Background: an optimization exercise with open tools, aiming at small area, a short achievable clock period and few clock cycles. Do not read the settings as production practice.
Function was checked by simulation only, so behaviour that the tests miss may differ from the original.

## flow/design.v (module list and top-level ports; edited modules follow where they fit)
// module mac_pair: 202 lines
// module mac_sum: 343 lines
// module quant_tree: 409 lines
// module gemv_top: 369 lines
module gemv_top (
    input  logic        clk,
    input  logic        rst,
    input  logic        start,
    input  logic [9:0]  rows,
    input  logic [9:0]  cols,
    input  logic        x_tile_valid,
    input  logic [63:0] x_tile_in,
    output logic        x_tile_ready,
    input  logic        bias_tile_valid,
    input  logic [63:0] bias_tile_in,
    output logic        bias_tile_ready,
    input  logic        w_valid,
    input  logic [63:0] w_tile_row_in,
    output logic        w_ready,
    output logic        y_tile_valid,
    output logic [63:0] y_tile_out,
    output logic [9:0]  y_tile_idx,
    input  logic        y_tile_ready,
    output logic        tile_done,
    output logic        done
);
  // ...
==> flow/flow/run.sh <==
#!/bin/bash
# Layout flow: the standard layout (standard.sh, standard synthesis
# unchanged), with timing repair aimed at a tighter setup slack than the flow
# settings allow, gate sizing not limited to cells of the same footprint, and
# the port buffers made with buf_1 (upsized by the repair where needed). The make output goes to flow_standard.log;
# ORFS's own step logs stay under orfs/logs.
set -euo pipefail
bash standard.sh SETUP_SLACK_MARGIN=6.4 MATCH_CELL_FOOTPRINT=0 \
    "BUFFER_PORTS_ARGS=-buffer_cell sky130_fd_sc_hd__buf_1" finish > flow_standard.log 2>&1
==> flow/standard.sh <==
#!/bin/bash
# synth_recipe.tcl (not shown) runs the flow's synth.tcl, then flattens the netlist and writes it again
# the make line also repeats each setting of config.mk as NAME=value (left out here)
make -C /OpenROAD-flow-scripts/flow DESIGN_CONFIG=/design/flow/config.mk WORK_HOME=/design/flow/orfs CLKGATE_MAP_FILE= SYNTH_SCRIPT=/design/flow/synth_recipe.tcl "${@:-finish}"
==> flow/config.mk <==
export PLATFORM = sky130hd
export DESIGN_NAME = gemv_top
export DESIGN_NICKNAME = gemv_top
export VERILOG_FILES = /design/flow/design.v
export SDC_FILE = /design/flow/constraint.sdc
export NUM_CORES = 4
export LEC_CHECK = 0
export CAP_MARGIN = 20
export CORE_MARGIN = 2
export CORE_UTILIZATION = 55
export CTS_BUF_LIST = sky130_fd_sc_hd__clkbuf_8 sky130_fd_sc_hd__clkbuf_16
export CTS_CLUSTER_DIAMETER = 55
export CTS_CLUSTER_SIZE = 30
export SLEW_MARGIN = 20
==> flow/constraint.sdc <==
create_clock -name core_clock -period 10.0 [get_ports {clk}]
set_input_delay 2.0000 -clock core_clock [delete_from_list [all_inputs] [get_ports {clk}]]
set_output_delay 2.0000 -clock core_clock [all_outputs]
set_load 0.01 [all_outputs]
==> run notes, run 1 <==
run status=timing/DRC/antenna clean; fraction of layout cells with a size suffix above 1=0.1138; Seq/Total Area, Yosys=0.6802; shortest period the worst path allows=3.515 ns; DR vias=64167; TritonCTS clock tree=built; Plain + repair buffers=411; n_diodes=14; Core Box Area=0.2303 mm^2; Async S/R FF share, synth=0.01743; Rel. slew slack=0.2311; total CTS buffers=216; Synth Area in Adders=0.09701; met2 Usage GRT=0.3519; multi-input gate share of total cell area=0.2641; # resized after CTS=33; RSZ-0062 raised after global routing=true; Max Clock Freq=0.2845 GHz; fillers=17580; All-Layer GR Usage=0.2126; Register Area=around 0.087 mm^2; Rows=176; top post-synthesis cells by area=edfxtp_1 (44%), dfxtp_1 (23%), fa_1 (6.7%); Antenna Violating Nets Remaining=0; comb_multi_in=3967
Testbench counts, summed over its fixed seeds: cycles 10,859.
==> module gemv_top, before the edit <==
module gemv_top (
    input  logic        clk,
    input  logic        rst,
    input  logic        start,
    input  logic [9:0]  rows,
    input  logic [9:0]  cols,
    input  logic        x_tile_valid,
    input  logic [63:0] x_tile_in,
    output logic        x_tile_ready,
    input  logic        bias_tile_valid,
    input  logic [63:0] bias_tile_in,
    output logic        bias_tile_ready,
    input  logic        w_valid,
    input  logic [63:0] w_tile_row_in,
    output logic        w_ready,
    output logic        y_tile_valid,
    output logic [63:0] y_tile_out,
    output logic [9:0]  y_tile_idx,
    input  logic        y_tile_ready,
    output logic        tile_done,
    output logic        done
);
    logic xrdy, wrdy, brdy, yvld;
    wire  xf = x_tile_valid & xrdy;
    wire  wf = w_valid & wrdy;
    wire  bf = bias_tile_valid & brdy;
    wire  yf = yvld & y_tile_ready;
    assign x_tile_ready    = xrdy;
    assign w_ready         = wrdy;
    assign bias_tile_ready = brdy;
    assign y_tile_valid    = yvld;
    logic       busy, cfg;
    logic [7:0] cq;          
    logic [6:0] rq;          
    logic [3:0] ntm1;        
    logic [3:0] lm1;         
    logic       u7, u4, u2, u1;    
    logic [5:0] rm1;         
    logic [3:0] nbt;         
    logic [7:0] lmask;       
    wire [7:0] cm1_c  = cq - 8'd1;
    wire [6:0] rm1_c  = rq - 7'd1;
    wire [3:0] ntm1_c = cm1_c[6:3];
    wire [3:0] lm1_c  = (ntm1_c == 4'd0) ? 4'd1 : ntm1_c;
    wire [3:0] d_c    = lm1_c - 4'd1;                
    wire       u7_c   = (d_c >= 4'd7);
    wire [3:0] r_c    = u7_c ? d_c - 4'd7 : d_c;
    logic [7:0] lmask_c;
    always_comb begin
        for (int e = 0; e < 8; e++) lmask_c[e] = (3'(e) <= cm1_c[2:0]);
    end
    logic [63:0] xr [0:15];
    logic [3:0]  ph, phn;    
    logic [4:0]  kx;         
    logic        xall;       
    logic [7:0]  xmk;        
    wire [63:0] m7 = u7 ? xr[8]  : xr[1];
    wire [63:0] m4 = u4 ? xr[12] : m7;
    wire [63:0] m2 = u2 ? xr[14] : m4;
    wire [63:0] m1 = u1 ? xr[15] : m2;
    logic [63:0] xin_m;
    always_comb begin
        for (int e = 0; e < 8; e++)
            xin_m[8*e +: 8] = x_tile_in[8*e +: 8] & {8{xmk[e]}};
    end
    logic xsel, bsel;
    always_ff @(posedge clk) begin
        xr[0] <= xsel ? xin_m : m1;
        xr[1] <= xr[0];
        for (int i = 2; i <= 8; i++)  xr[i] <= xr[i-1];
        xr[9] <= m7;
        for (int i = 10; i <= 12; i++) xr[i] <= xr[i-1];
        xr[13] <= m4;
        xr[14] <= xr[13];
        xr[15] <= m2;
    end
    logic [3:0]  tw;         
    logic [5:0]  rw;         
    logic        wact;       
    logic [3:0]  brd;        
    logic [63:0] breg;       
    wire        tw_last = (tw == ntm1);
    wire        w_end   = tw_last & (rw == rm1);
    wire [3:0]  twi     = tw_last ? 4'd0 : tw + 4'd1;    
    wire [5:0]  rwi     = tw_last ? rw + 6'd1 : rw;
    wire [3:0]  phn_n   = (phn == lm1) ? 4'd0 : phn + 4'd1;
    wire        hv_pre  = xall | ({1'b0, phn} < kx);     
    wire        wa0     = wact & (phn == tw);
    wire        wa1     = wact & ~w_end & (phn == twi);
    wire        wb0     = (tw  != 4'd0) | ({1'b0, rw[5:3]}  < brd);
    wire        wb1     = (twi != 4'd0) | ({1'b0, rwi[5:3]} < brd);
    wire [6:0]  nb0     = (tw  == 4'd0) ? {1'b0, rw}  : {1'b0, rw}  + 7'd1;
    wire [6:0]  nb1     = (twi == 4'd0) ? {1'b0, rwi} : {1'b0, rwi} + 7'd1;
    wire        bg0     = (nb0[6:3] >= brd);
    wire        bg1     = (nb1[6:3] >= brd);
    wire        bmore   = (brd < nbt);
    wire        xrdy_n  = xf ? (kx[3:0] != ntm1) : (~xall & (phn_n == kx[3:0]));
    wire        wrdy_n  = (xf | hv_pre) & (wf ? wa1 : wa0) & (bf | (wf ? wb1 : wb0));
    wire        brdy_n  = ~bf & bmore & (wf ? bg1 : bg0);
    logic [95:0] we;
    logic        v1, f1, l1;
    logic [7:0]  b1;
    logic        v2, f2, l2;
    logic [7:0]  b2;
    logic        rd3, rd4;
    logic [22:0] as_r, ac_r;     
    assign tile_done = v1;
    function automatic [11:0] booth4(input [7:0] w);
        logic [8:0] wx;
        wx = {w, 1'b0};
        for (int j = 0; j < 4; j++) begin
            booth4[3*j]   = wx[2*j+1] ^ wx[2*j];                                    
            booth4[3*j+1] = (wx[2*j+2] & ~wx[2*j+1] & ~wx[2*j])
                          | (~wx[2*j+2] & wx[2*j+1] & wx[2*j]);                      
            booth4[3*j+2] = wx[2*j+2];                                               
        end
    endfunction
    always_ff @(posedge clk) begin
        for (int i = 0; i < 8; i++) we[12*i +: 12] <= booth4(w_tile_row_in[8*i +: 8]);
        f1 <= (tw == 4'd0);
        l1 <= tw_last;
        b1 <= breg[8*rw[2:0] +: 8];
        f2 <= f1; l2 <= l1; b2 <= b1;
    end
    localparam int PW = 17;
    logic [PW-1:0] ps [0:3];
    logic [PW-1:0] pc [0:3];
    logic [PW-1:0] ps_n [0:3];
    logic [PW-1:0] pc_n [0:3];
    logic [22:0]   as_n, ac_n;
    for (genvar k = 0; k < 4; k++) begin : g_pair
        mac_pair u_pair (
            .x0(xr[1][16*k +: 8]), .x1(xr[1][16*k+8 +: 8]),
            .e0(we[24*k +: 12]),   .e1(we[24*k+12 +: 12]),
            .s(ps_n[k]), .c(pc_n[k])
        );
    end
    mac_sum u_sum (
        .s0(ps[0]), .c0(pc[0]), .s1(ps[1]), .c1(pc[1]),
        .s2(ps[2]), .c2(pc[2]), .s3(ps[3]), .c3(pc[3]),
        .b(f2 ? b2 : 8'd0),
        .as(f2 ? 23'd0 : as_r), .ac(f2 ? 23'd0 : ac_r),
        .s(as_n), .c(ac_n)
    );
    wire [22:0] acc = as_r + ac_r;    
    always_ff @(posedge clk) begin
        for (int k = 0; k < 4; k++) begin
            ps[k] <= ps_n[k];
            pc[k] <= pc_n[k];
        end
        if (v2) begin
            as_r <= as_n;
            ac_r <= ac_n;
        end
    end
    logic signed [22:0] st [0:63];
    logic iss, sh;           
    wire signed [22:0] s32  = rm1[5] ? st[32] : st[0];
    wire signed [22:0] s16  = rm1[4] ? st[48] : s32;
    wire signed [22:0] s8   = rm1[3] ? st[56] : s16;
    wire signed [22:0] s4   = rm1[2] ? st[60] : s8;
    wire signed [22:0] s2   = rm1[1] ? st[62] : s4;
    wire signed [22:0] s1   = rm1[0] ? st[63] : s2;
    logic signed [22:0] head;    
    always_ff @(posedge clk) begin
        if (sh) begin
            st[0] <= acc;
            for (int i = 1; i <= 32; i++) st[i] <= st[i-1];
            st[33] <= s32;
            for (int i = 34; i <= 48; i++) st[i] <= st[i-1];
            st[49] <= s16;
            for (int i = 50; i <= 56; i++) st[i] <= st[i-1];
            st[57] <= s8;
            for (int i = 58; i <= 60; i++) st[i] <= st[i-1];
            st[61] <= s4;
            st[62] <= st[61];
            st[63] <= s2;
            head   <= s1;
        end
    end
    logic [22:0] maxkey;
    wire  [22:0] key = st[0][22] ? {~st[0][21:0], 1'b1} : {st[0][21:0], 1'b0};
    wire         kup = rd4 & (key > maxkey);
    logic        mku;        
    logic        dinit;      
    logic [21:0] dM;
    logic [21:0] drem;
    logic [4:0]  dcnt;       
    logic [30:0] dq;
    logic [31:0] dq3;        
    wire [22:0] mk1 = maxkey + 23'd1;
    wire [21:0] Mv  = (mk1[22:1] == 22'd0) ? 22'd1 : mk1[22:1];
    logic [4:0] msb;
    always_comb begin
        msb = 5'd0;
        for (int i = 0; i < 22; i++) if (dM[i]) msb = 5'(i);
    end
    wire [4:0]  nit  = 5'd31 - msb;                          
    wire [31:0] kshr = 32'h7F000000 >> nit;                  
    logic       kb;                                          
    wire [22:0] r2   = {drem, kb};
    wire [23:0] dif  = {1'b0, r2} - {2'b0, dM};
    wire        qb   = ~dif[23];
    always_ff @(posedge clk) begin
        if (bsel) breg <= bias_tile_in;    
        xsel <= busy & (cfg | xrdy_n);      
        bsel <= busy & (cfg | brdy_n);      
        if (mku) dM <= Mv;
        if (dinit) begin
            drem <= kshr[21:0];
            dq   <= '0;
        end else if (dcnt != 5'd0) begin
            drem <= qb ? dif[21:0] : r2[21:0];
            dq   <= {dq[29:0], qb};
        end
        dq3 <= {1'b0, dq} + {dq, 1'b0};
        kb  <= dinit ? (nit >= 5'd25) : (dcnt >= 5'd26);      
    end
    logic        qph;        
    logic [2:0]  ecnt;       
    logic [6:0]  qi;         
    logic [3:0]  tx;         
    logic [39:0] qe;
    logic        qv1, ql1;
    logic [2:0]  qs1;
    logic [31:0] qs, qc, qd, qs_n, qc_n, qd_n;
    logic        qv2, ql2;
    logic [2:0]  qs2;
    logic [63:0] asm_r;
    logic        acomp;
    logic [63:0] yout;
    logic [3:0]  yidx;
    logic        ylast;      
    function automatic [39:0] booth8(input [22:0] a);
        logic [24:0] ax;
        logic b3, b2, b1, b0;
        ax = {a[22], a, 1'b0};
        for (int j = 0; j < 8; j++) begin
            {b3, b2, b1, b0} = ax[3*j +: 4];        
            booth8[5*j]   = (b1 ^ b0) & ~(b3 ^ b2);                     
            booth8[5*j+1] = b2 ? (~b1 & ~b0) : (b1 & b0);               
            booth8[5*j+2] = (b3 ^ b2) & (b1 ^ b0);                      
            booth8[5*j+3] = b3 ? (~b2 & ~b1 & ~b0) : (b2 & b1 & b0);    
            booth8[5*j+4] = b3;                                         
        end
    endfunction
    wire [6:0] qi_n    = qi + {6'd0, iss};
    wire       iss_n   = (qph | (ecnt == 3'd4)) & ~kup & ~mku & ~dinit & (dcnt <= 5'd1)
                       & (qi_n <= {1'b0, rm1}) & ({1'b0, qi_n[5:3]} <= tx + 4'd1);
    quant_tree u_qt (.e(qe), .q({1'b0, dq}), .q3(dq3), .s(qs_n), .c(qc_n), .d(qd_n));
    wire [31:0] q3s   = qs ^ qc ^ qd;
    wire [31:0] q3c   = (qs & qc) | (qs & qd) | (qc & qd);
    wire [31:0] qsum  = q3s + {q3c[30:0], 1'b0};
    wire [7:0]  ybyte = qsum[31:24];
    wire        ymove = acomp & ~yvld;
    assign y_tile_out = yout;
    assign y_tile_idx = {6'd0, yidx};
    always_ff @(posedge clk) begin
        if (iss) qe <= booth8(head);
        qs <= qs_n;
        qc <= qc_n;
        qd <= qd_n;
        if (qv2) asm_r[8*qs2 +: 8] <= ybyte;
        if (ymove) yout <= asm_r;
        qs1 <= qi[2:0];
        ql1 <= (qi[5:0] == rm1);
        qs2 <= qs1;
        ql2 <= ql1;
    end
    always_ff @(posedge clk or posedge rst) begin
        if (rst) begin
            busy <= 1'b0; cfg <= 1'b0;
            done <= 1'b0;
            xrdy <= 1'b0; wrdy <= 1'b0; brdy <= 1'b0; yvld <= 1'b0;
            kx <= '0; xall <= 1'b0;
            tw <= '0; rw <= '0; wact <= 1'b0; brd <= '0;
            iss <= 1'b0; sh <= 1'b0;
            v1 <= 1'b0; v2 <= 1'b0; rd3 <= 1'b0; rd4 <= 1'b0;
            mku <= 1'b0; dinit <= 1'b0; dcnt <= '0;
            qph <= 1'b0; ecnt <= '0; qi <= '0; tx <= '0;
            qv1 <= 1'b0; qv2 <= 1'b0; acomp <= 1'b0;
        end else begin
            done <= 1'b0;
            cfg  <= 1'b0;
            if (~busy) begin
                xrdy <= 1'b0; wrdy <= 1'b0; brdy <= 1'b0;
                if (start) begin
                    busy <= 1'b1;
                    cfg  <= 1'b1;
                end
            end else if (cfg) begin
                xrdy <= 1'b1;
                brdy <= 1'b1;
                kx <= '0; xall <= 1'b0;
                tw <= '0; rw <= '0; wact <= 1'b1; brd <= '0;
                mku <= 1'b1;
                qph <= 1'b0; ecnt <= '0; qi <= '0; tx <= '0;
                acomp <= 1'b0;
                iss <= 1'b0; sh <= 1'b0;
            end else begin
                kx   <= kx + {4'd0, xf};
                xall <= xall | (xf & (kx[3:0] == ntm1));
                xrdy <= xrdy_n;
                if (wf) begin
                    tw <= twi;
                    rw <= rwi;
                end
                wact <= wact & ~(wf & w_end);
                wrdy <= wrdy_n;
                brd  <= brd + {3'd0, bf};
                brdy <= brdy_n;
                if (wf & w_end) ecnt <= 3'd1;
                else if (ecnt != 3'd0 && ecnt != 3'd5) ecnt <= ecnt + 3'd1;
                if (ecnt == 3'd4) qph <= 1'b1;
                qi  <= qi_n;
                iss <= iss_n;
                sh  <= (v2 & l2) | (ecnt == 3'd3) | iss_n;    
                if (yf) tx <= tx + 4'd1;
                if (ymove) begin
                    yvld <= 1'b1;
                    acomp <= 1'b0;
                end else if (yf) begin
                    yvld <= 1'b0;
                end
                if (qv2 & ((qs2 == 3'd7) | ql2)) acomp <= 1'b1;
                if (yf & ylast) begin
                    busy <= 1'b0;
                    done <= 1'b1;
                end
                mku   <= kup;
                dinit <= mku;
                if (dinit) dcnt <= nit;
                else if (dcnt != 5'd0) dcnt <= dcnt - 5'd1;
            end
            v1  <= wf;
            v2  <= v1;
            rd3 <= v2 & l2;
            rd4 <= rd3;
            qv1 <= iss;
            qv2 <= qv1;
        end
    end
    always_ff @(posedge clk) begin
        if (~busy) begin
            cq <= cols[7:0];
            rq <= rows[6:0];
        end
        if (cfg) maxkey <= '0;
        else if (kup) maxkey <= key;
        if (cfg) begin
            ntm1 <= ntm1_c;
            lm1  <= lm1_c;
            u7 <= u7_c; u4 <= r_c[2]; u2 <= r_c[1]; u1 <= r_c[0];
            rm1 <= rm1_c[5:0];
            nbt <= {1'b0, rm1_c[5:3]} + 4'd1;
            lmask <= lmask_c;
            xmk <= (ntm1_c == 4'd0) ? lmask_c : 8'hFF;
            ph  <= lm1_c;
            phn <= 4'd0;
            yidx <= '0;
        end else begin
            ph  <= phn;
            phn <= phn_n;
            if (xf) xmk <= (kx[3:0] + 4'd1 == ntm1) ? lmask : 8'hFF;
            if (yf) yidx <= yidx + 4'd1;
            ylast <= ((yf ? yidx + 4'd1 : yidx) == nbt - 4'd1);
        end
    end
endmodule
==> run 2, diff against run 1 <==
--- a/flow/design.v
+++ b/flow/design.v
@@ -541,20 +541,20 @@
     assign t331 = t326 ^ t329;
     assign t332 = t326 & t329;
     assign s = {t328, t324, t320, t316, t310, t300, t282, t264, t246, t228, t210, t192, t172, t152, t132, t112, t94, t76, t58, t55, t37, t21, t7};
     assign c = {t331, t327, t323, t319, t315, t309, t299, t281, t263, t245, t227, t209, t191, t171, t151, t131, t111, t93, t75, t57, t39, t23, t9};
 endmodule
 module quant_tree (
     input  wire [39:0] e,         
     input  wire [31:0] q, q3,
-    output wire [31:0] s, c, d
+    output wire [31:0] s, c, d, f
 );
     wire t0;
-    wire t1, t2, t3, t4, t5, t6, t7, t8, t9, t10, t11, t12, t13, t14, t15, t16, t17, t18, t19, t20, t21, t22, t23, t24, t25, t26, t27, t28, t29, t30, t31, t32, t33, t34, t35, t36, t37, t38, t39, t40, t41, t42, t43, t44, t45, t46, t47, t48, t49, t50, t51, t52, t53, t54, t55, t56, t57, t58, t59, t60, t61, t62, t63, t64, t65, t66, t67, t68, t69, t70, t71, t72, t73, t74, t75, t76, t77, t78, t79, t80, t81, t82, t83, t84, t85, t86, t87, t88, t89, t90, t91, t92, t93, t94, t95, t96, t97, t98, t99, t100, t101, t102, t103, t104, t105, t106, t107, t108, t109, t110, t111, t112, t113, t114, t115, t116, t117, t118, t119, t120, t121, t122, t123, t124, t125, t126, t127, t128, t129, t130, t131, t132, t133, t134, t135, t136, t137, t138, t139, t140, t141, t142, t143, t144, t145, t146, t147, t148, t149, t150, t151, t152, t153, t154, t155, t156, t157, t158, t159, t160, t161, t162, t163, t164, t165, t166, t167, t168, t169, t170, t171, t172, t173, t174, t175, t176, t177, t178, t179, t180, t181, t182, t183, t184, t185, t186, t187, t188, t189, t190, t191, t192, t193, t194, t195, t196, t197, t198, t199, t200, t201, t202, t203, t204, t205, t206, t207, t208, t209, t210, t211, t212, t213, t214, t215, t216, t217, t218, t219, t220, t221, t222, t223, t224, t225, t226, t227, t228, t229, t230, t231, t232, t233, t234, t235, t236, t237, t238, t239, t240, t241, t242, t243, t244, t245, t246, t247, t248, t249, t250, t251, t252, t253, t254, t255, t256, t257, t258, t259, t260, t261, t262, t263, t264, t265, t266, t267, t268, t269, t270, t271, t272, t273, t274, t275, t276, t277, t278, t279, t280, t281, t282, t283, t284, t285, t286, t287, t288, t289, t290, t291, t292, t293, t294, t295, t296, t297, t298, t299, t300, t301, t302, t303, t304, t305, t306, t307, t308, t309, t310, t311, t312, t313, t314, t315, t316, t317, t318, t319, t320, t321, t322, t323, t324, t325, t326, t327, t328, t329, t330, t331, t332, t333, t334, t335, t336, t337, t338, t339, t340, t341, t342, t343, t344, t345, t346, t347, t348, t349, t350, t351, t352, t353, t354, t355, t356, t357, t358, t359, t360, t361, t362, t363, t364, t365, t366, t367, t368, t369, t370, t371, t372, t373, t374, t375, t376, t377, t378, t379, t380, t381, t382, t383, t384, t385, t386, t387, t388, t389, t390, t391, t392, t393, t394, t395, t396, t397, t398;
+    wire t1, t2, t3, t4, t5, t6, t7, t8, t9, t10, t11, t12, t13, t14, t15, t16, t17, t18, t19, t20, t21, t22, t23, t24, t25, t26, t27, t28, t29, t30, t31, t32, t33, t34, t35, t36, t37, t38, t39, t40, t41, t42, t43, t44, t45, t46, t47, t48, t49, t50, t51, t52, t53, t54, t55, t56, t57, t58, t59, t60, t61, t62, t63, t64, t65, t66, t67, t68, t69, t70, t71, t72, t73, t74, t75, t76, t77, t78, t79, t80, t81, t82, t83, t84, t85, t86, t87, t88, t89, t90, t91, t92, t93, t94, t95, t96, t97, t98, t99, t100, t101, t102, t103, t104, t105, t106, t107, t108, t109, t110, t111, t112, t113, t114, t115, t116, t117, t118, t119, t120, t121, t122, t123, t124, t125, t126, t127, t128, t129, t130, t131, t132, t133, t134, t135, t136, t137, t138, t139, t140, t141, t142, t143, t144, t145, t146, t147, t148, t149, t150, t151, t152, t153, t154, t155, t156, t157, t158, t159, t160, t161, t162, t163, t164, t165, t166, t167, t168, t169, t170, t171, t172, t173, t174, t175, t176, t177, t178, t179, t180, t181, t182, t183, t184, t185, t186, t187, t188, t189, t190, t191, t192, t193, t194, t195, t196, t197, t198, t199, t200, t201, t202, t203, t204, t205, t206, t207, t208, t209, t210, t211, t212, t213, t214, t215, t216, t217, t218, t219, t220, t221, t222, t223, t224, t225, t226, t227, t228, t229, t230, t231, t232, t233, t234, t235, t236, t237, t238, t239, t240, t241, t242, t243, t244, t245, t246, t247, t248, t249, t250, t251, t252, t253, t254, t255, t256, t257, t258, t259, t260, t261, t262, t263, t264, t265, t266, t267, t268, t269, t270, t271, t272, t273, t274, t275, t276, t277, t278, t279, t280, t281, t282, t283, t284, t285, t286, t287, t288, t289, t290, t291, t292, t293, t294, t295, t296, t297, t298, t299, t300, t301, t302, t303, t304, t305, t306, t307, t308, t309, t310, t311, t312, t313, t314, t315, t316, t317, t318, t319, t320, t321, t322, t323, t324, t325, t326, t327, t328, t329, t330, t331, t332, t333, t334, t335, t336, t337, t338, t339, t340, t341, t342, t343, t344;
     assign t1 = ((e[0] & q[0]) | (e[2] & q3[0])) ^ e[4];
     assign t2 = ((e[0] & q[1]) | (e[1] & q[0]) | (e[2] & q3[1])) ^ e[4];
     assign t3 = ((e[0] & q[2]) | (e[1] & q[1]) | (e[2] & q3[2]) | (e[3] & q[0])) ^ e[4];
     assign t4 = ((e[0] & q[3]) | (e[1] & q[2]) | (e[2] & q3[3]) | (e[3] & q[1])) ^ e[4];
     assign t5 = ((e[0] & q[4]) | (e[1] & q[3]) | (e[2] & q3[4]) | (e[3] & q[2])) ^ e[4];
     assign t6 = ((e[0] & q[5]) | (e[1] & q[4]) | (e[2] & q3[5]) | (e[3] & q[3])) ^ e[4];
     assign t7 = ((e[0] & q[6]) | (e[1] & q[5]) | (e[2] & q3[6]) | (e[3] & q[4])) ^ e[4];
     assign t8 = ((e[0] & q[7]) | (e[1] & q[6]) | (e[2] & q3[7]) | (e[3] & q[5])) ^ e[4];
@@ -717,245 +717,192 @@
     assign t165 = ((e[35] & q[3]) | (e[36] & q[2]) | (e[37] & q3[3]) | (e[38] & q[1])) ^ e[39];
     assign t166 = ((e[35] & q[4]) | (e[36] & q[3]) | (e[37] & q3[4]) | (e[38] & q[2])) ^ e[39];
     assign t167 = ((e[35] & q[5]) | (e[36] & q[4]) | (e[37] & q3[5]) | (e[38] & q[3])) ^ e[39];
     assign t168 = ((e[35] & q[6]) | (e[36] & q[5]) | (e[37] & q3[6]) | (e[38] & q[4])) ^ e[39];
     assign t169 = ((e[35] & q[7]) | (e[36] & q[6]) | (e[37] & q3[7]) | (e[38] & q[5])) ^ e[39];
     assign t170 = ((e[35] & q[8]) | (e[36] & q[7]) | (e[37] & q3[8]) | (e[38] & q[6])) ^ e[39];
     assign t171 = ((e[35] & q[9]) | (e[36] & q[8]) | (e[37] & q3[9]) | (e[38] & q[7])) ^ e[39];
     assign t172 = ((e[35] & q[10]) | (e[36] & q[9]) | (e[37] & q3[10]) | (e[38] & q[8])) ^ e[39];
-    assign t173 = e[14] ^ t7;
-    assign t174 = e[14] & t7;
-    assign t175 = t8 ^ t37;
-    assign t176 = t8 & t37;
-    assign t177 = t9 ^ t38;
-    assign t178 = t9 & t38;
-    assign t179 = e[19] ^ t10 ^ t39;
-    assign t180 = (e[19] & t10) | (e[19] & t39) | (t10 & t39);
-    assign t181 = t65 ^ t88;
-    assign t182 = t65 & t88;
-    assign t183 = t11 ^ t40 ^ t66;
-    assign t184 = (t11 & t40) | (t11 & t66) | (t40 & t66);
-    assign t185 = t89 ^ t182;
-    assign t186 = t89 & t182;
-    assign t187 = t12 ^ t41 ^ t67;
-    assign t188 = (t12 & t41) | (t12 & t67) | (t41 & t67);
-    assign t189 = t90 ^ t184;
-    assign t190 = t90 & t184;
-    assign t191 = e[24] ^ t13 ^ t42;
-    assign t192 = (e[24] & t13) | (e[24] & t42) | (t13 & t42);
-    assign t193 = t68 ^ t91 ^ t111;
-    assign t194 = (t68 & t91) | (t68 & t111) | (t91 & t111);
-    assign t195 = t188 ^ t191;
-    assign t196 = t188 & t191;
-    assign t197 = t14 ^ t43 ^ t69;
-    assign t198 = (t14 & t43) | (t14 & t69) | (t43 & t69);
-    assign t199 = t92 ^ t112 ^ t192;
-    assign t200 = (t92 & t112) | (t92 & t192) | (t112 & t192);
-    assign t201 = t194 ^ t197;
-    assign t202 = t194 & t197;
-    assign t203 = t15 ^ t44 ^ t70;
-    assign t204 = (t15 & t44) | (t15 & t70) | (t44 & t70);
-    assign t205 = t93 ^ t113 ^ t198;
-    assign t206 = (t93 & t113) | (t93 & t198) | (t113 & t198);
-    assign t207 = t203 ^ t202;
-    assign t208 = t203 & t202;
-    assign t209 = e[29] ^ t16 ^ t45;
-    assign t210 = (e[29] & t16) | (e[29] & t45) | (t16 & t45);
-    assign t211 = t71 ^ t94 ^ t114;
-    assign t212 = (t71 & t94) | (t71 & t114) | (t94 & t114);
-    assign t213 = t131 ^ t204 ^ t209;
-    assign t214 = (t131 & t204) | (t131 & t209) | (t204 & t209);
-    assign t215 = t211 ^ t206;
-    assign t216 = t211 & t206;
-    assign t217 = t17 ^ t46 ^ t72;
-    assign t218 = (t17 & t46) | (t17 & t72) | (t46 & t72);
-    assign t219 = t95 ^ t115 ^ t132;
-    assign t220 = (t95 & t115) | (t95 & t132) | (t115 & t132);
-    assign t221 = t210 ^ t212 ^ t217;
-    assign t222 = (t210 & t212) | (t210 & t217) | (t212 & t217);
-    assign t223 = t219 ^ t214;
-    assign t224 = t219 & t214;
-    assign t225 = t18 ^ t47 ^ t73;
-    assign t226 = (t18 & t47) | (t18 & t73) | (t47 & t73);
-    assign t227 = t96 ^ t116 ^ t133;
-    assign t228 = (t96 & t116) | (t96 & t133) | (t116 & t133);
-    assign t229 = t218 ^ t220 ^ t225;
-    assign t230 = (t218 & t220) | (t218 & t225) | (t220 & t225);
-    assign t231 = t227 ^ t222;
-    assign t232 = t227 & t222;
-    assign t233 = e[34] ^ t19 ^ t48;
-    assign t234 = (e[34] & t19) | (e[34] & t48) | (t19 & t48);
-    assign t235 = t74 ^ t97 ^ t117;
-    assign t236 = (t74 & t97) | (t74 & t117) | (t97 & t117);
-    assign t237 = t134 ^ t148 ^ t226;
-    assign t238 = (t134 & t148) | (t134 & t226) | (t148 & t226);
-    assign t239 = t228 ^ t233 ^ t235;
-    assign t240 = (t228 & t233) | (t228 & t235) | (t233 & t235);
-    assign t241 = t230 ^ t237;
-    assign t242 = t230 & t237;
-    assign t243 = t20 ^ t49 ^ t75;
-    assign t244 = (t20 & t49) | (t20 & t75) | (t49 & t75);
-    assign t245 = t98 ^ t118 ^ t135;
-    assign t246 = (t98 & t118) | (t98 & t135) | (t118 & t135);
-    assign t247 = t149 ^ t234 ^ t236;
-    assign t248 = (t149 & t234) | (t149 & t236) | (t234 & t236);
-    assign t249 = t243 ^ t245 ^ t238;
-    assign t250 = (t243 & t245) | (t243 & t238) | (t245 & t238);
-    assign t251 = t240 ^ t247;
-    assign t252 = t240 & t247;
-    assign t253 = t21 ^ t50 ^ t76;
-    assign t254 = (t21 & t50) | (t21 & t76) | (t50 & t76);
-    assign t255 = t99 ^ t119 ^ t136;
-    assign t256 = (t99 & t119) | (t99 & t136) | (t119 & t136);
-    assign t257 = t150 ^ t244 ^ t246;
-    assign t258 = (t150 & t244) | (t150 & t246) | (t244 & t246);
-    assign t259 = t253 ^ t255 ^ t248;
-    assign t260 = (t253 & t255) | (t253 & t248) | (t255 & t248);
-    assign t261 = t257 ^ t252;
-    assign t262 = t257 & t252;
-    assign t263 = e[39] ^ t22 ^ t51;
-    assign t264 = (e[39] & t22) | (e[39] & t51) | (t22 & t51);
-    assign t265 = t77 ^ t100 ^ t120;
-    assign t266 = (t77 & t100) | (t77 & t120) | (t100 & t120);
-    assign t267 = t137 ^ t151 ^ t162;
-    assign t268 = (t137 & t151) | (t137 & t162) | (t151 & t162);
-    assign t269 = t254 ^ t256 ^ t263;
-    assign t270 = (t254 & t256) | (t254 & t263) | (t256 & t263);
-    assign t271 = t265 ^ t267 ^ t258;
-    assign t272 = (t265 & t267) | (t265 & t258) | (t267 & t258);
-    assign t273 = t269 ^ t260;
-    assign t274 = t269 & t260;
-    assign t275 = t23 ^ t52 ^ t78;
-    assign t276 = (t23 & t52) | (t23 & t78) | (t52 & t78);
-    assign t277 = t101 ^ t121 ^ t138;
-    assign t278 = (t101 & t121) | (t101 & t138) | (t121 & t138);
-    assign t279 = t152 ^ t163 ^ t264;
-    assign t280 = (t152 & t163) | (t152 & t264) | (t163 & t264);
-    assign t281 = t266 ^ t268 ^ t275;
-    assign t282 = (t266 & t268) | (t266 & t275) | (t268 & t275);
-    assign t283 = t277 ^ t270 ^ t279;
-    assign t284 = (t277 & t270) | (t277 & t279) | (t270 & t279);
-    assign t285 = t281 ^ t272;
-    assign t286 = t281 & t272;
-    assign t287 = 1'b1 ^ t24 ^ t53;
-    assign t288 = (1'b1 & t24) | (1'b1 & t53) | (t24 & t53);
-    assign t289 = t79 ^ t102 ^ t122;
-    assign t290 = (t79 & t102) | (t79 & t122) | (t102 & t122);
-    assign t291 = t139 ^ t153 ^ t164;
-    assign t292 = (t139 & t153) | (t139 & t164) | (t153 & t164);
-    assign t293 = t276 ^ t278 ^ t287;
-    assign t294 = (t276 & t278) | (t276 & t287) | (t278 & t287);
-    assign t295 = t289 ^ t291 ^ t280;
-    assign t296 = (t289 & t291) | (t289 & t280) | (t291 & t280);
-    assign t297 = t282 ^ t293 ^ t295;
-    assign t298 = (t282 & t293) | (t282 & t295) | (t293 & t295);
-    assign t299 = t25 ^ t54 ^ t80;
-    assign t300 = (t25 & t54) | (t25 & t80) | (t54 & t80);
-    assign t301 = t103 ^ t123 ^ t140;
-    assign t302 = (t103 & t123) | (t103 & t140) | (t123 & t140);
-    assign t303 = t154 ^ t165 ^ t288;
-    assign t304 = (t154 & t165) | (t154 & t288) | (t165 & t288);
-    assign t305 = t290 ^ t292 ^ t299;
-    assign t306 = (t290 & t292) | (t290 & t299) | (t292 & t299);
-    assign t307 = t301 ^ t294 ^ t303;
-    assign t308 = (t301 & t294) | (t301 & t303) | (t294 & t303);
-    assign t309 = t305 ^ t296;
-    assign t310 = t305 & t296;
-    assign t311 = t26 ^ t55 ^ t81;
-    assign t312 = (t26 & t55) | (t26 & t81) | (t55 & t81);
-    assign t313 = t104 ^ t124 ^ t141;
-    assign t314 = (t104 & t124) | (t104 & t141) | (t124 & t141);
-    assign t315 = t155 ^ t166 ^ t300;
-    assign t316 = (t155 & t166) | (t155 & t300) | (t166 & t300);
-    assign t317 = t302 ^ t311 ^ t313;
-    assign t318 = (t302 & t311) | (t302 & t313) | (t311 & t313);
-    assign t319 = t304 ^ t306 ^ t315;
-    assign t320 = (t304 & t306) | (t304 & t315) | (t306 & t315);
-    assign t321 = t317 ^ t308;
-    assign t322 = t317 & t308;
-    assign t323 = t27 ^ t56 ^ t82;
-    assign t324 = (t27 & t56) | (t27 & t82) | (t56 & t82);
-    assign t325 = t105 ^ t125 ^ t142;
-    assign t326 = (t105 & t125) | (t105 & t142) | (t125 & t142);
-    assign t327 = t156 ^ t167 ^ t312;
-    assign t328 = (t156 & t167) | (t156 & t312) | (t167 & t312);
-    assign t329 = t314 ^ t323 ^ t325;
-    assign t330 = (t314 & t323) | (t314 & t325) | (t323 & t325);
-    assign t331 = t316 ^ t318 ^ t327;
-    assign t332 = (t316 & t318) | (t316 & t327) | (t318 & t327);
-    assign t333 = t329 ^ t320;
-    assign t334 = t329 & t320;
-    assign t335 = t28 ^ t57 ^ t83;
-    assign t336 = (t28 & t57) | (t28 & t83) | (t57 & t83);
-    assign t337 = t106 ^ t126 ^ t143;
-    assign t338 = (t106 & t126) | (t106 & t143) | (t126 & t143);
-    assign t339 = t157 ^ t168 ^ t324;
-    assign t340 = (t157 & t168) | (t157 & t324) | (t168 & t324);
-    assign t341 = t326 ^ t335 ^ t337;
-    assign t342 = (t326 & t335) | (t326 & t337) | (t335 & t337);
-    assign t343 = t328 ^ t330 ^ t339;
-    assign t344 = (t328 & t330) | (t328 & t339) | (t330 & t339);
-    assign t345 = t341 ^ t332;
-    assign t346 = t341 & t332;
-    assign t347 = t29 ^ t58 ^ t84;
-    assign t348 = (t29 & t58) | (t29 & t84) | (t58 & t84);
-    assign t349 = t107 ^ t127 ^ t144;
-    assign t350 = (t107 & t127) | (t107 & t144) | (t127 & t144);
-    assign t351 = t158 ^ t169 ^ t336;
-    assign t352 = (t158 & t169) | (t158 & t336) | (t169 & t336);
-    assign t353 = t338 ^ t347 ^ t349;
-    assign t354 = (t338 & t347) | (t338 & t349) | (t347 & t349);
-    assign t355 = t340 ^ t342 ^ t351;
-    assign t356 = (t340 & t342) | (t340 & t351) | (t342 & t351);
-    assign t357 = t353 ^ t344;
-    assign t358 = t353 & t344;
-    assign t359 = t30 ^ t59 ^ t85;
-    assign t360 = (t30 & t59) | (t30 & t85) | (t59 & t85);
-    assign t361 = t108 ^ t128 ^ t145;
-    assign t362 = (t108 & t128) | (t108 & t145) | (t128 & t145);
-    assign t363 = t159 ^ t170 ^ t348;
-    assign t364 = (t159 & t170) | (t159 & t348) | (t170 & t348);
-    assign t365 = t350 ^ t359 ^ t361;
-    assign t366 = (t350 & t359) | (t350 & t361) | (t359 & t361);
-    assign t367 = t352 ^ t354 ^ t363;
-    assign t368 = (t352 & t354) | (t352 & t363) | (t354 & t363);
-    assign t369 = t365 ^ t356;
-    assign t370 = t365 & t356;
-    assign t371 = t31 ^ t60 ^ t86;
-    assign t372 = (t31 & t60) | (t31 & t86) | (t60 & t86);
-    assign t373 = t109 ^ t129 ^ t146;
-    assign t374 = (t109 & t129) | (t109 & t146) | (t129 & t146);
-    assign t375 = t160 ^ t171 ^ t360;
-    assign t376 = (t160 & t171) | (t160 & t360) | (t171 & t360);
-    assign t377 = t362 ^ t371 ^ t373;
-    assign t378 = (t362 & t371) | (t362 & t373) | (t371 & t373);
-    assign t379 = t364 ^ t366 ^ t375;
-    assign t380 = (t364 & t366) | (t364 & t375) | (t366 & t375);
-    assign t381 = t377 ^ t368;
-    assign t382 = t377 & t368;
-    assign t383 = t32 ^ t61 ^ t87;
-    assign t384 = (t32 & t61) | (t32 & t87) | (t61 & t87);
-    assign t385 = t110 ^ t130 ^ t147;
-    assign t386 = (t110 & t130) | (t110 & t147) | (t130 & t147);
-    assign t387 = t161 ^ t172 ^ t372;
-    assign t388 = (t161 & t172) | (t161 & t372) | (t172 & t372);
-    assign t389 = t374 ^ t383 ^ t385;
-    assign t390 = (t374 & t383) | (t374 & t385) | (t383 & t385);
-    assign t391 = t376 ^ t378 ^ t387;
-    assign t392 = (t376 & t378) | (t376 & t387) | (t378 & t387);
-    assign t393 = t389 ^ t380;
-    assign t394 = t389 & t380;
-    assign t395 = t384 ^ t386 ^ t388;
-    assign t396 = (t384 & t386) | (t384 & t388) | (t386 & t388);
-    assign t397 = t390 ^ t395;
-    assign t398 = t390 & t395;
-    assign s = {t391, t379, t367, t355, t343, t331, t319, t307, t284, t283, t271, t250, t242, t239, t229, t221, t213, t200, t196, t193, t187, t180, t178, t64, t63, t36, t6, t5, t4, t3, t2, t1};
-    assign c = {t382, t370, t358, t346, t334, t322, t310, t298, t286, t274, t262, t259, t249, t232, t224, t216, t208, t205, t199, t190, t186, t183, t179, t176, t174, t62, t35, t34, t33, 1'b0, 1'b0, e[4]};
-    assign d = {t393, t381, t369, t357, t345, t333, t321, t309, t297, t285, t273, t261, t251, t241, t231, t223, t215, t207, t201, t195, t189, t185, t181, t177, t175, t173, 1'b0, 1'b0, e[9], 1'b0, 1'b0, 1'b0};
+    assign t173 = e[19] ^ t10;
+    assign t174 = e[19] & t10;
+    assign t175 = t11 ^ t40;
+    assign t176 = t11 & t40;
+    assign t177 = t12 ^ t41;
+    assign t178 = t12 & t41;
+    assign t179 = e[24] ^ t13 ^ t42;
+    assign t180 = (e[24] & t13) | (e[24] & t42) | (t13 & t42);
+    assign t181 = t68 ^ t91;
+    assign t182 = t68 & t91;
+    assign t183 = t14 ^ t43 ^ t69;
+    assign t184 = (t14 & t43) | (t14 & t69) | (t43 & t69);
+    assign t185 = t92 ^ t112;
+    assign t186 = t92 & t112;
+    assign t187 = t15 ^ t44 ^ t70;
+    assign t188 = (t15 & t44) | (t15 & t70) | (t44 & t70);
+    assign t189 = t93 ^ t113;
+    assign t190 = t93 & t113;
+    assign t191 = e[29] ^ t16 ^ t45;
+    assign t192 = (e[29] & t16) | (e[29] & t45) | (t16 & t45);
+    assign t193 = t71 ^ t94 ^ t114;
+    assign t194 = (t71 & t94) | (t71 & t114) | (t94 & t114);
+    assign t195 = t131 ^ t190;
+    assign t196 = t131 & t190;
+    assign t197 = t17 ^ t46 ^ t72;
+    assign t198 = (t17 & t46) | (t17 & t72) | (t46 & t72);
+    assign t199 = t95 ^ t115 ^ t132;
+    assign t200 = (t95 & t115) | (t95 & t132) | (t115 & t132);
+    assign t201 = t192 ^ t194;
+    assign t202 = t192 & t194;
+    assign t203 = t18 ^ t47 ^ t73;
+    assign t204 = (t18 & t47) | (t18 & t73) | (t47 & t73);
+    assign t205 = t96 ^ t116 ^ t133;
+    assign t206 = (t96 & t116) | (t96 & t133) | (t116 & t133);
+    assign t207 = t198 ^ t200;
+    assign t208 = t198 & t200;
+    assign t209 = e[34] ^ t19 ^ t48;
+    assign t210 = (e[34] & t19) | (e[34] & t48) | (t19 & t48);
+    assign t211 = t74 ^ t97 ^ t117;
+    assign t212 = (t74 & t97) | (t74 & t117) | (t97 & t117);
+    assign t213 = t134 ^ t148 ^ t204;
+    assign t214 = (t134 & t148) | (t134 & t204) | (t148 & t204);
+    assign t215 = t206 ^ t209;
+    assign t216 = t206 & t209;
+    assign t217 = t20 ^ t49 ^ t75;
+    assign t218 = (t20 & t49) | (t20 & t75) | (t49 & t75);
+    assign t219 = t98 ^ t118 ^ t135;
+    assign t220 = (t98 & t118) | (t98 & t135) | (t118 & t135);
+    assign t221 = t149 ^ t210 ^ t212;
+    assign t222 = (t149 & t210) | (t149 & t212) | (t210 & t212);
+    assign t223 = t217 ^ t219;
+    assign t224 = t217 & t219;
+    assign t225 = t21 ^ t50 ^ t76;
+    assign t226 = (t21 & t50) | (t21 & t76) | (t50 & t76);
+    assign t227 = t99 ^ t119 ^ t136;
+    assign t228 = (t99 & t119) | (t99 & t136) | (t119 & t136);
+    assign t229 = t150 ^ t218 ^ t220;
+    assign t230 = (t150 & t218) | (t150 & t220) | (t218 & t220);
+    assign t231 = t225 ^ t227;
+    assign t232 = t225 & t227;
+    assign t233 = e[39] ^ t22 ^ t51;
+    assign t234 = (e[39] & t22) | (e[39] & t51) | (t22 & t51);
+    assign t235 = t77 ^ t100 ^ t120;
+    assign t236 = (t77 & t100) | (t77 & t120) | (t100 & t120);
+    assign t237 = t137 ^ t151 ^ t162;
+    assign t238 = (t137 & t151) | (t137 & t162) | (t151 & t162);
+    assign t239 = t226 ^ t228 ^ t233;
+    assign t240 = (t226 & t228) | (t226 & t233) | (t228 & t233);
+    assign t241 = t235 ^ t237;
+    assign t242 = t235 & t237;
+    assign t243 = t23 ^ t52 ^ t78;
+    assign t244 = (t23 & t52) | (t23 & t78) | (t52 & t78);
+    assign t245 = t101 ^ t121 ^ t138;
+    assign t246 = (t101 & t121) | (t101 & t138) | (t121 & t138);
+    assign t247 = t152 ^ t163 ^ t234;
+    assign t248 = (t152 & t163) | (t152 & t234) | (t163 & t234);
+    assign t249 = t236 ^ t238 ^ t243;
+    assign t250 = (t236 & t238) | (t236 & t243) | (t238 & t243);
+    assign t251 = t245 ^ t242;
+    assign t252 = t245 & t242;
+    assign t253 = 1'b1 ^ t24 ^ t53;
+    assign t254 = (1'b1 & t24) | (1'b1 & t53) | (t24 & t53);
+    assign t255 = t79 ^ t102 ^ t122;
+    assign t256 = (t79 & t102) | (t79 & t122) | (t102 & t122);
+    assign t257 = t139 ^ t153 ^ t164;
+    assign t258 = (t139 & t153) | (t139 & t164) | (t153 & t164);
+    assign t259 = t244 ^ t246 ^ t253;
+    assign t260 = (t244 & t246) | (t244 & t253) | (t246 & t253);
+    assign t261 = t255 ^ t257 ^ t248;
+    assign t262 = (t255 & t257) | (t255 & t248) | (t257 & t248);
+    assign t263 = t25 ^ t54 ^ t80;
+    assign t264 = (t25 & t54) | (t25 & t80) | (t54 & t80);
+    assign t265 = t103 ^ t123 ^ t140;
+    assign t266 = (t103 & t123) | (t103 & t140) | (t123 & t140);
+    assign t267 = t154 ^ t165 ^ t254;
+    assign t268 = (t154 & t165) | (t154 & t254) | (t165 & t254);
+    assign t269 = t256 ^ t258 ^ t263;
+    assign t270 = (t256 & t258) | (t256 & t263) | (t258 & t263);
+    assign t271 = t265 ^ t260;
+    assign t272 = t265 & t260;
+    assign t273 = t26 ^ t55 ^ t81;
+    assign t274 = (t26 & t55) | (t26 & t81) | (t55 & t81);
+    assign t275 = t104 ^ t124 ^ t141;
+    assign t276 = (t104 & t124) | (t104 & t141) | (t124 & t141);
+    assign t277 = t155 ^ t166 ^ t264;
+    assign t278 = (t155 & t166) | (t155 & t264) | (t166 & t264);
+    assign t279 = t266 ^ t273 ^ t275;
+    assign t280 = (t266 & t273) | (t266 & t275) | (t273 & t275);
+    assign t281 = t268 ^ t270;
+    assign t282 = t268 & t270;
+    assign t283 = t27 ^ t56 ^ t82;
+    assign t284 = (t27 & t56) | (t27 & t82) | (t56 & t82);
+    assign t285 = t105 ^ t125 ^ t142;
+    assign t286 = (t105 & t125) | (t105 & t142) | (t125 & t142);
+    assign t287 = t156 ^ t167 ^ t274;
+    assign t288 = (t156 & t167) | (t156 & t274) | (t167 & t274);
+    assign t289 = t276 ^ t283 ^ t285;
+    assign t290 = (t276 & t283) | (t276 & t285) | (t283 & t285);
+    assign t291 = t278 ^ t280;
+    assign t292 = t278 & t280;
+    assign t293 = t28 ^ t57 ^ t83;
+    assign t294 = (t28 & t57) | (t28 & t83) | (t57 & t83);
+    assign t295 = t106 ^ t126 ^ t143;
+    assign t296 = (t106 & t126) | (t106 & t143) | (t126 & t143);
+    assign t297 = t157 ^ t168 ^ t284;
+    assign t298 = (t157 & t168) | (t157 & t284) | (t168 & t284);
+    assign t299 = t286 ^ t293 ^ t295;
+    assign t300 = (t286 & t293) | (t286 & t295) | (t293 & t295);
+    assign t301 = t288 ^ t290;
+    assign t302 = t288 & t290;
+    assign t303 = t29 ^ t58 ^ t84;
+    assign t304 = (t29 & t58) | (t29 & t84) | (t58 & t84);
+    assign t305 = t107 ^ t127 ^ t144;
+    assign t306 = (t107 & t127) | (t107 & t144) | (t127 & t144);
+    assign t307 = t158 ^ t169 ^ t294;
+    assign t308 = (t158 & t169) | (t158 & t294) | (t169 & t294);
+    assign t309 = t296 ^ t303 ^ t305;
+    assign t310 = (t296 & t303) | (t296 & t305) | (t303 & t305);
+    assign t311 = t298 ^ t300;
+    assign t312 = t298 & t300;
+    assign t313 = t30 ^ t59 ^ t85;
+    assign t314 = (t30 & t59) | (t30 & t85) | (t59 & t85);
+    assign t315 = t108 ^ t128 ^ t145;
+    assign t316 = (t108 & t128) | (t108 & t145) | (t128 & t145);
+    assign t317 = t159 ^ t170 ^ t304;
+    assign t318 = (t159 & t170) | (t159 & t304) | (t170 & t304);
+    assign t319 = t306 ^ t313 ^ t315;
+    assign t320 = (t306 & t313) | (t306 & t315) | (t313 & t315);
+    assign t321 = t308 ^ t310;
+    assign t322 = t308 & t310;
+    assign t323 = t31 ^ t60 ^ t86;
+    assign t324 = (t31 & t60) | (t31 & t86) | (t60 & t86);
+    assign t325 = t109 ^ t129 ^ t146;
+    assign t326 = (t109 & t129) | (t109 & t146) | (t129 & t146);
+    assign t327 = t160 ^ t171 ^ t314;
+    assign t328 = (t160 & t171) | (t160 & t314) | (t171 & t314);
+    assign t329 = t316 ^ t323 ^ t325;
+    assign t330 = (t316 & t323) | (t316 & t325) | (t323 & t325);
+    assign t331 = t318 ^ t320;
+    assign t332 = t318 & t320;
+    assign t333 = t32 ^ t61 ^ t87;
+    assign t334 = (t32 & t61) | (t32 & t87) | (t61 & t87);
+    assign t335 = t110 ^ t130 ^ t147;
+    assign t336 = (t110 & t130) | (t110 & t147) | (t130 & t147);
+    assign t337 = t161 ^ t172 ^ t324;
+    assign t338 = (t161 & t172) | (t161 & t324) | (t172 & t324);
+    assign t339 = t326 ^ t333 ^ t335;
+    assign t340 = (t326 & t333) | (t326 & t335) | (t333 & t335);
+    assign t341 = t328 ^ t330;
+    assign t342 = t328 & t330;
+    assign t343 = t334 ^ t336;
+    assign t344 = t334 & t336;
+    assign s = {t337, t327, t317, t307, t297, t287, t277, t267, t250, t240, t232, t224, t216, t211, t203, t197, t188, t186, t182, t111, t67, t66, t39, t9, t8, t7, t6, t5, t4, t3, t2, t1};
+    assign c = {t339, t329, t319, t309, t299, t289, t279, t269, t259, t247, t230, t222, t214, t208, t205, t199, t191, t184, t180, t178, t90, t89, t65, t38, t37, t36, t35, t34, t33, 1'b0, 1'b0, e[4]};
+    assign d = {t332, t322, t312, t302, t292, t282, t272, t262, t252, t249, t239, t229, t221, t213, t202, t196, t193, t187, t183, t179, t176, t174, t88, t64, t63, t62, 1'b0, 1'b0, e[9], 1'b0, 1'b0, 1'b0};
+    assign f = {t341, t331, t321, t311, t301, t291, t281, t271, t261, t251, t241, t231, t223, t215, t207, t201, t195, t189, t185, t181, t177, t175, t173, 1'b0, 1'b0, e[14], 1'b0, 1'b0, 1'b0, 1'b0, 1'b0, 1'b0};
 endmodule
 module gemv_top (
     input  logic        clk,
     input  logic        rst,
     input  logic        start,
     input  logic [9:0]  rows,
     input  logic [9:0]  cols,
     input  logic        x_tile_valid,
@@ -970,20 +917,21 @@
     output logic        y_tile_valid,
     output logic [63:0] y_tile_out,
     output logic [9:0]  y_tile_idx,
     input  logic        y_tile_ready,
     output logic        tile_done,
     output logic        done
 );
     logic xrdy, wrdy, brdy, yvld;
-    wire  xf = x_tile_valid & xrdy;
-    wire  wf = w_valid & wrdy;
-    wire  bf = bias_tile_valid & brdy;
-    wire  yf = yvld & y_tile_ready;
+    logic xsel, wsel, bsel, ysel;
+    wire  xf = x_tile_valid & xsel;
+    wire  wf = w_valid & wsel;
+    wire  bf = bias_tile_valid & bsel;
+    wire  yf = ysel & y_tile_ready;
     assign x_tile_ready    = xrdy;
     assign w_ready         = wrdy;
     assign bias_tile_ready = brdy;
     assign y_tile_valid    = yvld;
     logic       busy, cfg;
     logic [7:0] cq;          
     logic [6:0] rq;          
     logic [3:0] ntm1;        
@@ -1012,17 +960,16 @@
     wire [63:0] m4 = u4 ? xr[12] : m7;
     wire [63:0] m2 = u2 ? xr[14] : m4;
     wire [63:0] m1 = u1 ? xr[15] : m2;
     logic [63:0] xin_m;
     always_comb begin
         for (int e = 0; e < 8; e++)
             xin_m[8*e +: 8] = x_tile_in[8*e +: 8] & {8{xmk[e]}};
     end
-    logic xsel, bsel;
     always_ff @(posedge clk) begin
         xr[0] <= xsel ? xin_m : m1;
         xr[1] <= xr[0];
         for (int i = 2; i <= 8; i++)  xr[i] <= xr[i-1];
         xr[9] <= m7;
         for (int i = 10; i <= 12; i++) xr[i] <= xr[i-1];
         xr[13] <= m4;
         xr[14] <= xr[13];
@@ -1154,16 +1101,18 @@
     logic       kb;                                          
     wire [22:0] r2   = {drem, kb};
     wire [23:0] dif  = {1'b0, r2} - {2'b0, dM};
     wire        qb   = ~dif[23];
     always_ff @(posedge clk) begin
         if (bsel) breg <= bias_tile_in;    
         xsel <= busy & (cfg | xrdy_n);      
         bsel <= busy & (cfg | brdy_n);      
+        wsel <= busy & ~cfg & wrdy_n;       
+        ysel <= yvld_n;                     
         if (mku) dM <= Mv;
         if (dinit) begin
             drem <= kshr[21:0];
             dq   <= '0;
         end else if (dcnt != 5'd0) begin
             drem <= qb ? dif[21:0] : r2[21:0];
             dq   <= {dq[29:0], qb};
         end
@@ -1172,17 +1121,17 @@
     end
     logic        qph;        
     logic [2:0]  ecnt;       
     logic [6:0]  qi;         
     logic [3:0]  tx;         
     logic [39:0] qe;
     logic        qv1, ql1;
     logic [2:0]  qs1;
-    logic [31:0] qs, qc, qd, qs_n, qc_n, qd_n;
+    logic [31:0] qs, qc, qd, qf, qs_n, qc_n, qd_n, qf_n;
     logic        qv2, ql2;
     logic [2:0]  qs2;
     logic [63:0] asm_r;
     logic        acomp;
     logic [63:0] yout;
     logic [3:0]  yidx;
     logic        ylast;      
     function automatic [39:0] booth8(input [22:0] a);
@@ -1196,29 +1145,34 @@
             booth8[5*j+2] = (b3 ^ b2) & (b1 ^ b0);                      
             booth8[5*j+3] = b3 ? (~b2 & ~b1 & ~b0) : (b2 & b1 & b0);    
             booth8[5*j+4] = b3;                                         
         end
     endfunction
     wire [6:0] qi_n    = qi + {6'd0, iss};
     wire       iss_n   = (qph | (ecnt == 3'd4)) & ~kup & ~mku & ~dinit & (dcnt <= 5'd1)
                        & (qi_n <= {1'b0, rm1}) & ({1'b0, qi_n[5:3]} <= tx + 4'd1);
-    quant_tree u_qt (.e(qe), .q({1'b0, dq}), .q3(dq3), .s(qs_n), .c(qc_n), .d(qd_n));
+    quant_tree u_qt (.e(qe), .q({1'b0, dq}), .q3(dq3), .s(qs_n), .c(qc_n), .d(qd_n), .f(qf_n));
     wire [31:0] q3s   = qs ^ qc ^ qd;
     wire [31:0] q3c   = (qs & qc) | (qs & qd) | (qc & qd);
-    wire [31:0] qsum  = q3s + {q3c[30:0], 1'b0};
+    wire [31:0] q3d   = {q3c[30:0], 1'b0};
+    wire [31:0] q4s   = q3s ^ q3d ^ qf;
+    wire [31:0] q4c   = (q3s & q3d) | (q3s & qf) | (q3d & qf);
+    wire [31:0] qsum  = q4s + {q4c[30:0], 1'b0};
     wire [7:0]  ybyte = qsum[31:24];
-    wire        ymove = acomp & ~yvld;
+    wire        ymove = acomp & ~ysel;
+    wire        yvld_n = busy & ~cfg & (ymove | (ysel & ~yf));
     assign y_tile_out = yout;
     assign y_tile_idx = {6'd0, yidx};
     always_ff @(posedge clk) begin
         if (iss) qe <= booth8(head);
         qs <= qs_n;
         qc <= qc_n;
         qd <= qd_n;
+        qf <= qf_n;
         if (qv2) asm_r[8*qs2 +: 8] <= ybyte;
         if (ymove) yout <= asm_r;
         qs1 <= qi[2:0];
         ql1 <= (qi[5:0] == rm1);
         qs2 <= qs1;
         ql2 <= ql1;
     end
     always_ff @(posedge clk or posedge rst) begin
@@ -1265,22 +1219,18 @@
                 brdy <= brdy_n;
                 if (wf & w_end) ecnt <= 3'd1;
                 else if (ecnt != 3'd0 && ecnt != 3'd5) ecnt <= ecnt + 3'd1;
                 if (ecnt == 3'd4) qph <= 1'b1;
                 qi  <= qi_n;
                 iss <= iss_n;
                 sh  <= (v2 & l2) | (ecnt == 3'd3) | iss_n;    
                 if (yf) tx <= tx + 4'd1;
-                if (ymove) begin
-                    yvld <= 1'b1;
-                    acomp <= 1'b0;
-                end else if (yf) begin
-                    yvld <= 1'b0;
-                end
+                yvld <= yvld_n;
+                if (ymove) acomp <= 1'b0;
                 if (qv2 & ((qs2 == 3'd7) | ql2)) acomp <= 1'b1;
                 if (yf & ylast) begin
                     busy <= 1'b0;
                     done <= 1'b1;
                 end
                 mku   <= kup;
                 dinit <= mku;
                 if (dinit) dcnt <= nit;
==> run notes, run 2 <==
post-synthesis simple-gate area fraction=0.03134 (was 0.03343); run status=timing/DRC/antenna clean (unchanged); total CTS buffers=214 (was 216); cells along the critical path=inv_2 -> fa_1 -> fa_1 -> inv_2 -> ha_4 -> nand4_1 -> nor2_4 -> a2111oi_4 -> a211oi_2 -> buf_6 -> o221ai_4 -> nand2_4 -> a31oi_4 -> xnor2_4 -> a22o_1 (was buf_4); clock latency (worst-skew pair)=0.87 ns (was 0.91 ns); crit end category=register (was primary output); worst-margin pin slew=1.138 ns (was 1.153 ns); max reg flops=1472 (unchanged); Layout Nets=9530 (was 9541); WL/cell=21.08 um (was 21.54 um); final worst path period share=0.3852 (was 0.3515); Core Box Area=0.2321 mm^2 (was 0.2303 mm^2); CP Max Fanout=8 (was 6); Required @ worst endpoint=10.60 ns (was 8.00 ns); crit-path max cell delay=0.54 ns (was 0.47 ns); DR vias=64240 (was 64167); vias in the first global route=64425 (was 63999); most frequent cells in the layout=edfxtp_1 (1868), dfxtp_1 (1461), inv_1 (652), xnor2_1 (442), fa_1 (426) (was edfxtp_1 (1868), dfxtp_1 (1429), inv_1 (600), fa_1 (428), xnor2_1 (420)); CTS sink count=3411 (was 3385); worst hold start=xr[10][8] (was xr[6][15]); Yosys cell types=87 (was 88); largest net degree at the start of global routing=200 (was 205); IO Count=299 (unchanged); placed insts=11383 (was 11350); FF-to-FF End=asm_r[28] (was pc[0][8]); Routed WL=249.5 mm (was 254.8 mm); Slew Limit Fails=0 (unchanged); GRT Max-Usage Layer=met2 (unchanged); non-filler cells, final=11835 (was 11826); Synth top area share=0.4383 (was 0.4398); mean post-synth cell area=15.23 um^2 (was 15.22 um^2); Synth Area in Adders=0.09694 (was 0.09701); Post-synth EDFFs=1868 (unchanged); total gr overflow=0 (unchanged); Synth Instances=8406 (was 8383); Seq/Total Area, Yosys=0.6819 (was 0.6802); Max H-tree Level=4 (unchanged); reg2reg setup slack=6.15 ns (was 6.49 ns); Setup Skew=0.07433 ns (was 0.08154 ns); top post-synthesis cells by area=edfxtp_1 (44%), dfxtp_1 (23%), fa_1 (6.7%) (unchanged); Top reg by flops=st (unchanged); Die H=486.4 um (was 485.6 um); final hold vios=0 (unchanged); leading area contributor after synthesis=edfxtp_1 (unchanged); TNS Setup=0 ns (unchanged); XOR/XNOR Fraction of Synth Area=0.04763 (was 0.04765); most common cell after layout, fill and taps aside=edfxtp_1 (unchanged); largest family of logic cells by synthesized area=adder cells (unchanged); Worst Path Buf+Inv=3 (was 1); hold path cells=0 (unchanged); #FFs+latches synth=3411 (was 3385); hold path endpoint=xr[11][8] (was xr[7][15]); compound-gate portion of the synthesized area=0.06786 (was 0.06652); TritonCTS clock tree=built (unchanged); startpoint types=register (unchanged); half-perimeter wire length after placement=167.6 mm (was 173.5 mm); Max Clock Freq=0.2596 GHz (was 0.2845 GHz); Rows=177 (was 176); Post-synth top cells=edfxtp_1 (1868), dfxtp_1 (1484), inv_1 (648) (was edfxtp_1 (1868), dfxtp_1 (1458), inv_1 (592)); first-pass GRT wire length=382.4 mm (was 386.7 mm); clk buf depth=3 (unchanged); Min Hold Slack=0.3052 ns (was 0.2726 ns); Syn. warnings=11 (unchanged); most frequent cell after synthesis=edfxtp_1 (unchanged); fraction of layout cells with a size suffix above 1=0.1120 (was 0.1138); Cell Area, Synth=0.1280 mm^2 (was 0.1276 mm^2); met2 Usage GRT=0.3463 (was 0.3519); CP Class=reg2reg (was reg2out); shortest period the worst path allows=3.852 ns (was 3.515 ns); Top delay family on crit path=adder cells (was flip-flops); Main synth FF type=edfxtp_1 (unchanged); R2R depth=15 (was 8); crit path DAT=4.46 ns (was 1.52 ns); die span in x=486.4 um (was 485.6 um); met3 GRT Util=0.03371 (was 0.03282); multiplexer share of the synthesized area=0.04154 (was 0.04412); # port buffers=285 (unchanged); Pre-antenna DRT Iters=9 (unchanged); RSZ-0062 raised after global routing=true (unchanged); r2r startpoint=qs[13] (was xr[1][5]); fillers=17639 (was 17580); DRC errors left=0 (unchanged); DR iter-0 viols=5225 (was 5174); biggest regs=st x1472, xr x1024, we x96 (unchanged); final core occ=0.6056 (was 0.6095); GR met1 Demand/Resource=0.2878 (was 0.2968); Vias/cell=5.428 (was 5.426); CTS clk-pin slew, worst paths=0.10 ns (about the same); max_cap viols=0 (unchanged); Async S/R FF share, synth=0.01730 (was 0.01743); Initial Util=0.5515 (was 0.5538); Die ar.=0.2366 mm^2 (was 0.2358 mm^2); root buf cell=clkbuf_16 (unchanged); area of the multi-input gates=0.03703 mm^2 (was 0.03708 mm^2); initial antenna violation count=30 (was 25); Area Overhead vs Synth=9.816% (was 10.06%); Rel. slew slack=0.2415 (was 0.2311); gp weighted congestion=0.8490 (was 0.8804); All-Layer GR Usage=0.2095 (was 0.2126); Setup violations, final=0 (unchanged); Crit. Startpoint=qs[13] (was yvld); Hold Crit Class=reg2reg (unchanged); Antenna Violating Nets Remaining=0 (unchanged); slowest stage cell, crit path=fa_1 (was dfrtp_2); Register Area=0.08733 mm^2 (was 0.08681 mm^2)
run 2: what timing repair did:
| action | 4_1_cts | 5_1_grt |
|---|---|---|
| buffers inserted | 6 | 11 |
| pin swaps | 58 | 25 |
| hold buffers | 0 | 0 |
| endpoints found under the setup margin | 97 | 111 |
| cloned | 2 | 2 |
| resized for setup | 74 | 53 |
run 2: layout make-up:
| class | count | area share |
|---|---|---|
| clock buffer | 222 | 0.03896 |
| tap | 3043 | 0.02709 |
| antenna | 24 | 0.0004273 |
| timing repair buffer | 375 | 0.01367 |
| inverter | 668 | 0.01785 |
| multi-input combinational | 3908 | 0.2635 |
| clock inverter | 184 | 0.01721 |
| sequential | 3411 | 0.6213 |
run 2: through the flow:
stage          setup slack, ns  cell area (um^2)
6_report                 6.148            140600
5_1_grt                  6.003            140500
4_1_cts                  6.140            140200
2_1_floorplan           -7.792            128000
3_3_place_gp             4.868            131900
3_5_place_dp             5.419            131900
run 2: cells by family (layout without fill, tap and decap cells):
group | after synthesis | after routing
muxes | 439 | 439
adders and majority gates | 733 | 733
xor gates and xnor gates | 696 | 696
AOI/OAI and AO/OA | 1208 | 1212
buffers and inverters | 1097 | 1449
and+or+nand+nor | 821 | 821
DFF | 3411 | 3411
other | 1 | 31
run 2: worst max path at each step:
| stage | slack [ns] | to | cells past startpoint |
|---|---|---|---|
| floorplan | -7.79 | head[0] | 0 |
| global placement | 4.87 | asm_r[45] | 13 |
| detailed placement | 5.42 | asm_r[45] | 14 |
| CTS | 6.14 | asm_r[28] | 14 |
| global route | 6.00 | asm_r[20] | 15 |
| finish | 6.15 | asm_r[28] | 15 |
run 2: metal layers:
metal	share of wire	vias to the layer above
met4	0.026	24
li1	-	30044
met1	0.44	32305
met3	0.049	385
met2	0.49	1482
met5	0.00068	-
Testbench counts of run 2, summed over its fixed seeds: cycles 10,859.

-- re-timing with driven ports --
How much do the figures lean on ideal ports? The routed layouts below were timed once more, with nothing changed but the port constraints.
Step 1 assumes that a clkbuf_16 drives the clock port and a buf_2 every other input.
Step 2 also shifts input and output timing later by t, the mid clock arrival at the registers, as if the neighbouring blocks saw the same clock.
a / b / c = no drivers / after step 1 / after step 2; a / b = the first two.
run | t (ns) | slack for setup (ns) | hold WS [ns] | worst setup path at the end | slew at the worst register clock pin (ns)
run 1 | 0.955 | 6.485 / 6.393 / 6.203 | 0.273 / 0.273 / 0.273 | input to register | 0.10 / 0.10
run 2 | 0.929 | 6.148 / 6.148 / 6.147 | 0.305 / 0.305 / 0.305 | input to register | 0.11 / 0.11
After both steps setup and hold are still met in every run listed. The setup slack of run 1, which loses most, moves by -0.092 ns with the drivers and by -0.282 ns with both steps.
